This is an optimization exercise on Yosys and OpenROAD, whose aim is small area, a short achievable clock period and few clock cycles, not a production implementation.
The RTL was checked by simulation tests, not by an equivalence proof against the original design.
The clock port is modelled as an ideal driver, which makes a skipped or thinned clock tree look cheaper than it is; a real chip needs a root buffer or a tree.
Power and IR drop assume default switching activity.

== job 8292 ==
==> flow/design.v <==
module MF(
	clk,
	rst_n,
	invalid,
	image_in,
	outvalid,
	image_out
);
input				clk,rst_n,invalid;
input 		[7:0]	image_in;
output	reg 		outvalid;
output	reg [7:0]	image_out;
reg			act;
reg [3:0]	row;
reg [3:0]	col;
reg			hb, hv;		 
wire last = (row == 4'd11);
wire row1_next = act & ((row == 4'd0 & col == 4'd9) | (row == 4'd1 & col != 4'd9));
always @(posedge clk or negedge rst_n) begin
	if (!rst_n) act <= 1'b0;
	else act <= (act & !last) | invalid;
end
always @(posedge clk) begin
	if (act & !last) begin
		col <= (col == 4'd9) ? 4'd0 : col + 4'd1;
		row <= (col == 4'd9) ? row + 4'd1 : row;
	end else begin
		row <= 4'd0; col <= 4'd0;
	end
end
reg			v1;
always @(posedge clk or negedge rst_n) begin
	if (!rst_n) begin
		v1 <= 1'b0; hv <= 1'b0;
	end else begin
		v1 <= act & ((row >= 4'd2) | (row == 4'd1 & col != 4'd0));
		hv <= v1;
	end
end
reg			b1;
always @(posedge clk) begin
	b1 <= (col <= 4'd1) | (row == 4'd1) | (row == 4'd10);
	hb <= b1;
end
always @(posedge clk) outvalid <= hv;
function [1:0] cmp8;
	input [7:0] a, b;
	reg [7:0] g, l;
	reg [3:0] g1, l1;
	reg [1:0] g2, l2;
	integer k;
	begin
		g = a & ~b;
		l = ~a & b;
		for (k = 0; k < 4; k = k + 1) begin
			g1[k] = g[2*k+1] | (~l[2*k+1] & g[2*k]);
			l1[k] = l[2*k+1] | (~g[2*k+1] & l[2*k]);
		end
		for (k = 0; k < 2; k = k + 1) begin
			g2[k] = g1[2*k+1] | (~l1[2*k+1] & g1[2*k]);
			l2[k] = l1[2*k+1] | (~g1[2*k+1] & l1[2*k]);
		end
		cmp8 = {g2[1] | (~l2[1] & g2[0]), l2[1] | (~g2[1] & l2[0])};
	end
endfunction
function ge8;	 
	input [7:0] a, b;
	reg [1:0] r;
	begin r = cmp8(a, b); ge8 = ~r[0]; end
endfunction
function gt8;	 
	input [7:0] a, b;
	reg [1:0] r;
	begin r = cmp8(a, b); gt8 = r[1]; end
endfunction
reg [7:0]	in_r;
reg [7:0]	lb [1:21];
reg			ab, ac, bc;
integer i;
wire [7:0] a_d = invalid ? image_in : 8'd0;
wire [7:0] c_d = row1_next ? 8'd0 : lb[19];
always @(posedge clk) begin
	in_r <= a_d;
	lb[1] <= in_r;
	for (i = 2; i <= 19; i = i + 1) lb[i] <= lb[i-1];
	lb[20] <= c_d;
	lb[21] <= lb[20];
	ab <= ge8(in_r, lb[10]);
	ac <= ge8(in_r, lb[20]);
	bc <= ge8(lb[10], lb[20]);
end
reg			c0, c1;
always @(posedge clk) begin
	c0 <= (col == 4'd0);
	c1 <= (col == 4'd1);
end
wire [7:0] a = lb[1], b = lb[11], c = lb[21];
wire [7:0] vmax = (ab & ac) ? a : (!ab & bc) ? b : c;
wire [7:0] vmin = (!ab & !ac) ? a : (ab & !bc) ? b : c;
reg [7:0] x0, x1;	 
reg [7:0] n0, n1;	 
reg [7:0] xp, np;	 
reg       gx, gn;	 
reg       hx, hn;	 
wire       psx_d = gx | c1;	 
wire [7:0] px = psx_d ? x0 : x1;
wire       hx_d = gt8(vmax, px) & !c0;	 
wire       psn_d = gn;
wire [7:0] pn = psn_d ? n0 : n1;
wire       hn_d = gt8(pn, vmin);
always @(posedge clk) begin
	x0 <= vmax; x1 <= x0; xp <= px;
	n0 <= vmin; n1 <= n0; np <= pn;
	gx <= ge8(vmax, x0); gn <= ge8(n0, vmin);
	hx <= hx_d; hn <= hn_d;
end
wire [7:0] mx = hx ? x0 : xp;
wire [7:0] mn = hb ? 8'd0 : hn ? n0 : np;
wire [8:0] sum = {1'b0, mx} + {1'b0, mn};
always @(posedge clk) image_out <= sum[8:1];
endmodule
clock: 10.0 ns
lec_check: 0
abc_area: 1
cap_margin: 20
core_margin: 2
core_utilization: 65
cts_buf_list: sky130_fd_sc_hd__clkbuf_16
cts_cluster_diameter: 80
cts_cluster_size: 30
slew_margin: 20
standard.sh (not shown) runs the stock make flow with config.mk's settings and CLKGATE_MAP_FILE= SYNTH_SCRIPT=/design/flow/synth_recipe.tcl, a recipe that flattens the netlist after the stock synthesis.
==> flow/flow/run.sh <==
#!/bin/bash
set -euo pipefail
KNOBS="SETUP_SLACK_MARGIN=7.45"
bash standard.sh $KNOBS cts > orfs_flow_cts.log 2>&1
R=orfs/results/$FLOW_PLATFORM/MF/base
openroad -no_init -exit -threads "${NUM_CORES:-4}" flow/unroot.tcl > unroot.log 2>&1
bash standard.sh $KNOBS finish > orfs_flow_finish.log 2>&1
==> flow/flow/unroot.tcl <==
# After clock tree synthesis:
#  - then build the two remaining levels from inverters instead of buffers
#    (an inverter is about half a buffer's delay): every register still sees
#    two stages and an even number of inversions, so no register's clock
#    moves against another's.
set odb orfs/results/$::env(FLOW_PLATFORM)/MF/base/4_cts.odb
read_db $odb
set block [ord::get_db_block]
set port_net [[$block findBTerm clk] getNet]

proc out_net {inst} {
  foreach it [$inst getITerms] { if {[$it isOutputSignal]} { return [$it getNet] } }
  return "NULL"
}
proc loads {net} {
  set l {}
  if {$net eq "NULL" || $net eq ""} { return $l }
  foreach it [$net getITerms] { if {[$it isInputSignal]} { lappend l $it } }
  return $l
}

# 1. remove the root buffer
set roots {}
foreach it [$port_net getITerms] { lappend roots [$it getInst] }
if {[llength $roots] != 1} { puts "unroot: clock port drives [llength $roots] cells; left as is"; write_db $odb; exit 0 }
set root [lindex $roots 0]
set rnet [out_net $root]
set rloads [loads $rnet]
if {![string match "sky130_fd_sc_hd__clkbuf_*" [[$root getMaster] getName]] || [llength $rloads] > 4 || [llength [$rnet getBTerms]] > 0} {
  puts "unroot: root not removed"; write_db $odb; exit 0
}
foreach it $rloads { $it disconnect; $it connect $port_net }
puts "unroot: removed [$root getName]; clock port now drives [llength $rloads] buffers"
odb::dbInst_destroy $root
odb::dbNet_destroy $rnet

# 2. the tree must be port -> mid buffers -> leaf buffers -> registers
set mids {}
foreach it [$port_net getITerms] { lappend mids [$it getInst] }
set leaves {}
set ok 1
foreach m $mids {
  if {![string match "sky130_fd_sc_hd__clkbuf_*" [[$m getMaster] getName]]} { set ok 0 }
  foreach it [loads [out_net $m]] {
    set l [$it getInst]
    set ln [out_net $l]
    if {$ln eq "NULL"} continue   ;# a dummy load
    if {![string match "sky130_fd_sc_hd__clkbuf_*" [[$l getMaster] getName]]} { set ok 0; continue }
    lappend leaves $l
    foreach fit [loads $ln] {
      set f [$fit getInst]
      if {[[$f getMaster] getType] ne "CORE" || [string match "*clkbuf*" [[$f getMaster] getName]] || [[$fit getMTerm] getName] ne "CLK"} {
        if {[out_net $f] ne "NULL" && [llength [loads [out_net $f]]] > 0} { set ok 0 }
      }
    }
  }
}
if {!$ok} { puts "unroot: tree is not two buffer levels; buffers kept"; write_db $odb; exit 0 }

proc to_inv {block inst mname} {
  set m [[ord::get_db] findMaster $mname]
  set in_net ""; set o_net ""
  foreach it [$inst getITerms] {
    if {[$it isInputSignal]} { set in_net [$it getNet] }
    if {[$it isOutputSignal]} { set o_net [$it getNet] }
  }
  set name [$inst getName]
  set loc [$inst getLocation]
  odb::dbInst_destroy $inst
  set new [odb::dbInst_create $block $m ${name}_inv]
  $new setLocation [lindex $loc 0] [lindex $loc 1]
  $new setPlacementStatus PLACED
  [$new findITerm A] connect $in_net
  [$new findITerm Y] connect $o_net
}
foreach m $mids { to_inv $block $m sky130_fd_sc_hd__clkinv_16 }
foreach l $leaves { to_inv $block $l sky130_fd_sc_hd__clkinv_8 }
puts "unroot: [llength $mids] mid and [llength $leaves] leaf buffers made inverters"
detailed_placement
check_placement
write_db $odb
Testbench counts of job 8292, summed over its fixed seeds: cycles 14,592.
Edits applied to the flow inputs when going from job 8292 to job 3297:
Settings: changing ABC_AREA from 1 to 0.
--- a/flow/flow/run.sh
+++ b/flow/flow/run.sh
@@ -3 +3 @@
-KNOBS="SETUP_SLACK_MARGIN=7.45"
+KNOBS="SETUP_SLACK_MARGIN=7.2"
--- a/flow/flow/unroot.tcl
+++ b/flow/flow/unroot.tcl
@@ -78,0 +79,27 @@
+
+# the tree's dummy loads (clock buffers that drive nothing) go
+foreach inst [$block getInsts] {
+  if {![string match "sky130_fd_sc_hd__clkbuf_*" [[$inst getMaster] getName]]} continue
+  set o [out_net $inst]
+  if {$o ne "NULL" && [llength [loads $o]] > 0} continue
+  set inn ""
+  foreach it [$inst getITerms] { if {[$it isInputSignal]} { set inn [$it getNet] } }
+  if {$inn eq "" || $inn eq "NULL" || [$inn getSigType] ne "CLOCK"} continue
+  puts "unroot: removed dummy load [$inst getName]"
+  odb::dbInst_destroy $inst
+  if {$o ne "NULL"} { odb::dbNet_destroy $o }
+}
+
+# 3. the input port buffers: plain small buffers instead of delay cells
+set n 0
+foreach bt [$block getBTerms] {
+  if {[$bt getIoType] ne "INPUT" || [$bt getName] eq "clk"} continue
+  foreach it [[$bt getNet] getITerms] {
+    set b [$it getInst]
+    if {[string match "sky130_fd_sc_hd__*dly*" [[$b getMaster] getName]]} {
+      $b swapMaster [[ord::get_db] findMaster sky130_fd_sc_hd__buf_2]
+      incr n
+    }
+  }
+}
+puts "unroot: $n input port buffers made buf_2"
--- outcome ---
Job 3297 ran to completion and came out clean on the timing, design-rule and antenna checks.
Re sequential share of layout area: job 3297 is 2.5 points up on job 8292.
Job 3297: final core utilization 0.20 points above job 8292
| instance count of the mapped netlist | higher: job 8292 |
Global-route usage, job 3297 and job 8292, lower one = job 3297.
Measured against job 8292, the final non-filler cell total of job 3297 comes out at 0.77 times the reference value.
Job 3297 and job 8292 ended up with nearly the same critical path arrival.
Note that the half-perimeter wire length after placement recorded for job 8292 amounts to 1.2 times the value seen in job 3297.
Final critical path time including I/O delays and setup ended up 0.011 ns lower on job 3297 than on job 8292.
In the flow results for job 3297 and job 8292, the wire length of the first global-routing pass is larger on job 8292.
Via count shrinks by more than 10% when moving from job 8292 to job 3297.
As of job 3297, total met3 wirelength after detailed routing had fallen by a few percent compared to job 8292.
### job 3297 -> job 6238
Settings: ABC_AREA: 0 -> 1.
--- a/flow/flow/run.sh
+++ b/flow/flow/run.sh
@@ -3 +3 @@
-KNOBS="SETUP_SLACK_MARGIN=7.2"
+KNOBS="SETUP_SLACK_MARGIN=7.36"
--- a/flow/flow/unroot.tcl
+++ b/flow/flow/unroot.tcl
@@ -79,27 +78,0 @@
-
-# the tree's dummy loads (clock buffers that drive nothing) go
-foreach inst [$block getInsts] {
-  if {![string match "sky130_fd_sc_hd__clkbuf_*" [[$inst getMaster] getName]]} continue
-  set o [out_net $inst]
-  if {$o ne "NULL" && [llength [loads $o]] > 0} continue
-  set inn ""
-  foreach it [$inst getITerms] { if {[$it isInputSignal]} { set inn [$it getNet] } }
-  if {$inn eq "" || $inn eq "NULL" || [$inn getSigType] ne "CLOCK"} continue
-  puts "unroot: removed dummy load [$inst getName]"
-  odb::dbInst_destroy $inst
-  if {$o ne "NULL"} { odb::dbNet_destroy $o }
-}
-
-# 3. the input port buffers: plain small buffers instead of delay cells
-set n 0
-foreach bt [$block getBTerms] {
-  if {[$bt getIoType] ne "INPUT" || [$bt getName] eq "clk"} continue
-  foreach it [[$bt getNet] getITerms] {
-    set b [$it getInst]
-    if {[string match "sky130_fd_sc_hd__*dly*" [[$b getMaster] getName]]} {
-      $b swapMaster [[ord::get_db] findMaster sky130_fd_sc_hd__buf_2]
-      incr n
-    }
-  }
-}
-puts "unroot: $n input port buffers made buf_2"
==> comparison <==
Re number of stages on the worst hold path: no difference whatsoever between job 3297 and job 6238.
Across both runs, iteration count of the initial detailed-routing pass was higher for job 6238 than for job 3297.
[job 6238] share of cell area taken by flip-flops and latches fell 2.3 points relative to job 3297
Here is what was changed in the inputs of job 9132 compared with job 6238.
--- a/flow/flow/run.sh
+++ b/flow/flow/run.sh
@@ -3 +3 @@
-KNOBS="SETUP_SLACK_MARGIN=7.36"
+KNOBS="SETUP_SLACK_MARGIN=7.45"
--- a/flow/flow/unroot.tcl
+++ b/flow/flow/unroot.tcl
@@ -78,0 +79,14 @@
+
+# 3. the input port buffers: plain small buffers instead of delay cells
+set n 0
+foreach bt [$block getBTerms] {
+  if {[$bt getIoType] ne "INPUT" || [$bt getName] eq "clk"} continue
+  foreach it [[$bt getNet] getITerms] {
+    set b [$it getInst]
+    if {[string match "sky130_fd_sc_hd__*dly*" [[$b getMaster] getName]]} {
+      $b swapMaster [[ord::get_db] findMaster sky130_fd_sc_hd__buf_2]
+      incr n
+    }
+  }
+}
+puts "unroot: $n input port buffers made buf_2"
Diff job 6238 -> job 9132: hold slack was more or less identical; wire length of the first global-routing pass now larger. Job 6238 consumes less power than job 9132. In job 9132 the reg2reg setup slack turned out 0.02 ns higher than in job 6238.
In job 3297 the design's own scripts or RTL, not TritonCTS, make the clock network.

what the ideal ports hide:
Ports are ideal in the flow. The routed layouts listed here were re-timed in OpenROAD.
Step 1, drivers: a clkbuf_16 drives clk and a buf_2 each remaining input, both assumed.
Step 2 adds t to the input delays and takes it off the output delays; t is the mean of the earliest and latest rising clock arrival at the registers after step 1. Input paths then give back, and output paths get back, about the clock's delay inside the block.
a / b / c = ideal / step 1 / step 2; a / b = the first two.
| run | shift t [ns] | slack for setup (ns) | clock arrival spread, ns | cell pins on the clock port's net |
|---|---|---|---|---|
| job 8292 | 0.309 | 7.360 / 7.242 / 7.355 | 0.017 / 0.017 | 2 |
| job 3297 | 0.308 | 7.371 / 7.253 / 7.487 | 0.023 / 0.025 | 2 |
| job 6238 | 0.307 | 7.365 / 7.247 / 7.170 | 0.028 / 0.027 | 2 |
| job 9132 | 0.309 | 7.357 / 7.242 / 7.401 | 0.018 / 0.017 | 2 |
After both steps every run listed still meets setup and hold. For job 6238, which loses most, drivers alone change the setup slack by -0.118 ns; drivers and shift together by -0.195 ns.
